Context: an optimization exercise on an open-source flow, tuned for small area, a short achievable clock period and few clock cycles. The choices shown serve that exercise and are no tape-out recipe.
The RTL was checked by simulation tests, not by an equivalence proof against the original design.
Power is estimated from default activity; no workload was simulated.

## cpu_hazard
module cpu_hazard(input wire clk,
           input wire rst,
           input wire enable,
           input wire start,
           output wire d_we,
           output wire [7:0] i_addr,
           output wire [7:0] d_addr,
           input  wire [15:0] i_datain,
           input  wire [15:0] d_datain,
           output wire [15:0] d_dataout,
           output wire busy
    );
clock: 6.0 ns
lec_check: 0
abc_clock_period_in_ps: 3000
cap_margin: 20
core_margin: 2
core_utilization: 40
setup_slack_margin: 2.5
slew_margin: 20
run.sh (not shown) runs the stock make flow with config.mk's settings and CLKGATE_MAP_FILE= SYNTH_SCRIPT=/design/flow/synth_recipe.tcl, a recipe that flattens the netlist after the stock synthesis.
Testbench counts at the start, summed over its fixed seeds: cycles 82,400.
Then changed:
--- a/flow/config.mk
+++ b/flow/config.mk
@@ -7,3 +7,2 @@
 export LEC_CHECK = 0
-export ABC_CLOCK_PERIOD_IN_PS = 3000
 export CAP_MARGIN = 20
@@ -11,3 +10,2 @@
 export CORE_UTILIZATION = 40
-export SETUP_SLACK_MARGIN = 2.5
 export SLEW_MARGIN = 20
Outcome:
- worst hold slack is better by 0.0089 ns
- routed wire length falls by 3.8%
- count of clock-buffer cells in the layout drops by 2
- synthesized area is unchanged
- critical path depth stays the same
- first-iteration DRC count went down by 15%


Setup of exp/raven:
cpu_hazard, a different RTL version from the one above (not shown whole).
For scale: ~1,300 cells after synthesis, roughly 200 flip-flops, about 13,000 µm² of cells after synthesis.
## cpu_hazard
module cpu_hazard(input wire clk,
           input wire rst,
           input wire enable,
           input wire start,
           output wire d_we,
           output wire [7:0] i_addr,
           output wire [7:0] d_addr,
           input  wire [15:0] i_datain,
           input  wire [15:0] d_datain,
           output wire [15:0] d_dataout,
           output wire busy
    );
==> flow/config.mk <==
export PLATFORM = sky130hd
export DESIGN_NAME = cpu_hazard
export DESIGN_NICKNAME = cpu_hazard
export VERILOG_FILES = /design/flow/design.v
export SDC_FILE = /design/flow/constraint.sdc
export NUM_CORES = 4
export LEC_CHECK = 0
export CAP_MARGIN = 20
export CORE_MARGIN = 2
export CORE_UTILIZATION = 40
export SETUP_SLACK_MARGIN = 2.2
export SLEW_MARGIN = 20
==> flow/constraint.sdc <==
create_clock -name core_clock -period 6.0 [get_ports {clk}]
set_input_delay 1.2000 -clock core_clock [delete_from_list [all_inputs] [get_ports {clk}]]
set_output_delay 1.2000 -clock core_clock [all_outputs]
set_load 0.01 [all_outputs]
standard.sh (not shown) runs the stock make flow with config.mk's settings and CLKGATE_MAP_FILE= SYNTH_SCRIPT=/design/flow/synth_recipe.tcl, a recipe that flattens the netlist after the stock synthesis.
==> flow/flow/run.sh <==
#!/bin/bash
# Layout flow: the standard ORFS flow (standard synthesis, floorplan, power grid,
# placement, CTS, routing) with two changes to how the resizer works:
#  - ports are buffered with a plain buffer (buf_4) instead of the delay cell the
#    platform picks by default;
#  - the resizer may change a cell to any equivalent cell, not only one with the
#    same footprint (MATCH_CELL_FOOTPRINT=0).
# ORFS writes each step's full log under orfs/logs; make's own output goes to flow.log.
set -euo pipefail
bash standard.sh MATCH_CELL_FOOTPRINT=0 "BUFFER_PORTS_ARGS=-buffer_cell sky130_fd_sc_hd__buf_4" finish > flow.log 2>&1
exp/raven was carried through to the last stage, and its layout satisfied the timing, DRC and antenna checks.
Testbench counts of exp/raven, summed over its fixed seeds: cycles 82,400.
### exp/raven -> exp/amber
- changing SETUP_SLACK_MARGIN from 2.2 to 2.5
diff --git a/flow/flow/run.sh b/flow/flow/run.sh
--- a/flow/flow/run.sh
+++ b/flow/flow/run.sh
@@ -5,2 +5,4 @@
 #    platform picks by default;
+#  - after routing-stage repair, cells off the critical paths are sized down
+#    (RECOVER_POWER=100);
 #  - the resizer may change a cell to any equivalent cell, not only one with the
@@ -9,2 +11,2 @@
 set -euo pipefail
-bash standard.sh MATCH_CELL_FOOTPRINT=0 "BUFFER_PORTS_ARGS=-buffer_cell sky130_fd_sc_hd__buf_4" finish > flow.log 2>&1
+bash standard.sh MATCH_CELL_FOOTPRINT=0 RECOVER_POWER=100 "BUFFER_PORTS_ARGS=-buffer_cell sky130_fd_sc_hd__buf_4" finish > flow.log 2>&1
==> notes.md <==
Although exp/amber finished all stages, its layout failed final checks on max-capacitance violations, max-slew violations.
Compared to exp/raven, exp/amber has global-route usage 0.22 points higher.
On number of placed instances with taps included, exp/amber and exp/raven are basically level.
Combinational power: exp/amber vs exp/raven, no meaningful difference
For the layout overhead on the synthesized area, exp/amber came in 1.4 points higher than exp/raven did.
In the flow results for exp/amber and exp/raven, the number of buffers outside the clock class in the layout is larger on exp/amber.
| number of DRC markers in iteration 0 | exp/amber vs exp/raven | better |
Taking exp/raven as the reference, in exp/amber worst hold margin grew by 6.0 ps, sum of internal, switching and leakage power shrank by 0.027 mW, per-cell routed wire length grew by 0.82%, internal power contribution shrank by about 1.7%.
Changes in exp/ember relative to exp/amber:
- changing CAP_MARGIN from 20 to 5
- changing SLEW_MARGIN from 20 to 5
diff --git a/flow/flow/run.sh b/flow/flow/run.sh
--- a/flow/flow/run.sh
+++ b/flow/flow/run.sh
@@ -5,4 +5,2 @@
 #    platform picks by default;
-#  - after routing-stage repair, cells off the critical paths are sized down
-#    (RECOVER_POWER=100);
 #  - the resizer may change a cell to any equivalent cell, not only one with the
@@ -11,2 +9,2 @@
 set -euo pipefail
-bash standard.sh MATCH_CELL_FOOTPRINT=0 RECOVER_POWER=100 "BUFFER_PORTS_ARGS=-buffer_cell sky130_fd_sc_hd__buf_4" finish > flow.log 2>&1
+bash standard.sh MATCH_CELL_FOOTPRINT=0 "BUFFER_PORTS_ARGS=-buffer_cell sky130_fd_sc_hd__buf_4" finish > flow.log 2>&1
Findings:
exp/ember: PASS, flow complete, no timing, DRC or antenna violations
Looking only at power, and setting everything else aside, the higher value of exp/amber and exp/ember goes to exp/ember.
Summary of the comparison: sequential group share of total power is lower in exp/ember, relative to exp/amber.
exp/amber ended up with i_datain[12] as its startpoint of the most critical setup path; exp/ember ended up with ex_a[2].
| clock network power share | exp/ember vs exp/amber | 0.6 points lower |
In the flow results for exp/amber and exp/ember, the met3 wirelength from detailed routing is smaller on exp/ember.
Type of the setup path with the least slack: primary input to flip-flop -> exp/amber, flip-flop to output pin -> exp/ember
On sequential cell area, exp/amber and exp/ember are neck and neck.
exp/ember vs. exp/amber: cell area went up 2.4%, maximum single-stage delay on the critical path went down 730 ps, number of placed instances, taps included held, share of the core filled with cells went up 1.1 points.
Setup changes, exp/ember to exp/delta
- SLEW_MARGIN changed from 5 to 20
- SETUP_SLACK_MARGIN changed from 2.5 to 2.8
- CAP_MARGIN changed from 5 to 20
Results
Count of fill cells added during filler insertion, exp/delta vs exp/ember: down by a few percent
Least setup slack across all paths after layout was lower in the run labelled exp/ember.
Going from exp/ember to exp/delta, global-route wire length before repair increased by 4.0 mm relative to the old numbers; overall global routing resource usage now larger.
Against exp/ember as the reference, exp/delta delivers a higher met3 layer wire length in the routed design.
exp/delta vs exp/ember on maximum fanout encountered on the critical timing path: exp/delta is the lower one.
Going from exp/ember to exp/delta, final instance area higher; post-CTS setup buffer count higher; clock period minus final worst setup slack lower.
Modified inputs, exp/sierra compared to exp/delta
- swapping 2.8 for 2.5 in SETUP_SLACK_MARGIN
--- outcome ---
When exp/sierra is set beside exp/delta, its fraction of met2 tracks used by global routing turns out to be 2.8 points smaller. In exp/sierra the wire length on met3 turned out 230 µm lower than in exp/delta. exp/sierra and exp/delta ended up with roughly the same die footprint. Delta (exp/sierra minus exp/delta): number of multi-input combinational cells in the layout fell by 0.45%, area growth from synthesis to layout fell by 16 points. Diff exp/sierra..exp/delta | synthesized-area fraction occupied by adder cells | unchanged. The post-route standard cell area excluding fillers of exp/sierra is lower than that of exp/delta. On combinational power: exp/sierra sits below exp/delta. Cmp exp/sierra and exp/delta / final critical delay including setup and external delays / lower: exp/delta. Fraction of standard cell area that is sequential delta for exp/sierra relative to exp/delta: 4.4 points higher.
> inputs changed (exp/sierra -> exp/xenon)
==> flow/flow/run.sh <==
#!/bin/bash
# Layout flow: the standard ORFS flow (standard synthesis, floorplan, power grid,
# placement, CTS, routing) with these changes to how the layout is made:
#  - ports are buffered with a plain buffer (buf_4) instead of the delay cell the
#    platform picks by default;
#  - the resizer may change a cell to any equivalent cell, not only one with the
#    same footprint (MATCH_CELL_FOOTPRINT=0);
#  - clock tree synthesis adds no dummy load cells (the standard CTS arguments
#    plus -dont_use_dummy_load),
#    with clusters of up to 20 sinks within 200 um.
# ORFS writes each step's full log under orfs/logs; make's own output goes to flow.log.
set -euo pipefail
bash standard.sh MATCH_CELL_FOOTPRINT=0 \
  "BUFFER_PORTS_ARGS=-buffer_cell sky130_fd_sc_hd__buf_4" \
  "CTS_ARGS=-sink_clustering_enable -repair_clock_nets -dont_use_dummy_load -sink_clustering_size 20 -sink_clustering_max_diameter 200" \
  finish > flow.log 2>&1
[summary]
- exp/xenon | stages: all done | timing, DRC, antenna: all pass
- [compare] base=exp/sierra new=exp/xenon: power per standard cell area lower, post-route worst hold slack higher, number of standard cells in the layout, taps in and fillers out lower.
- Number of clock buffers inserted by TritonCTS in exp/xenon is 9 below exp/sierra.
- Higher proportion of layout cells with a drive suffix above 1 among exp/xenon and exp/sierra: exp/sierra
- When exp/xenon is measured against exp/sierra, its maximum fanout along the worst path turns out 11 higher.
- Going from exp/sierra to exp/xenon, maximum frequency from static timing analysis shrank slightly.
- Higher power share of the clock group goes to exp/sierra over exp/xenon.
- exp/xenon ends up with higher combined buffer and inverter count along the critical path than exp/sierra does.
- From exp/sierra to exp/xenon the numbers moved as follows: power went down by 12%, routed wire length now smaller.

[what the ideal ports hide]
Ports are ideal in the flow. The routed layouts listed here were re-timed in OpenROAD. Step 1, drivers: a clkbuf_16 drives clk and a buf_2 each remaining input, both assumed. Step 2 times the ports against the registers' clock, not the clock port: input delays grow and output delays shrink by t, the midpoint of the rising clock arrivals with the driver on. Slacks: ideal / step 1 / step 2; pairs: ideal / step 1.
run | t (ns) | slack for setup (ns) | worst register clock-pin slew, ns | worst slew at a driven data input, ns
the first run of note 1 | 0.491 | 1.985 / 1.985 / 1.713 | 0.08 / 0.08 | 0.04
the second run of note 1 | 0.497 | 1.451 / 1.451 / 1.445 | 0.08 / 0.08 | 0.05
exp/raven | 0.555 | 2.261 / 2.214 / 1.814 | 0.06 / 0.06 | 0.06
exp/amber | 0.560 | 1.546 / 1.567 / 1.006 | 0.06 / 0.06 | 0.05
exp/ember | 0.562 | 2.434 / 2.386 / 2.053 | 0.06 / 0.06 | 0.05
exp/delta | 0.563 | 2.513 / 2.464 / 2.074 | 0.07 / 0.07 | 0.13
exp/sierra | 0.561 | 2.425 / 2.377 / 2.041 | 0.06 / 0.06 | 0.05
exp/xenon | 0.505 | 2.413 / 2.366 / 2.086 | 0.09 / 0.09 | 0.05
The setup slack of exp/amber, which loses most, moves by +0.021 ns with the drivers and by -0.540 ns with both steps.
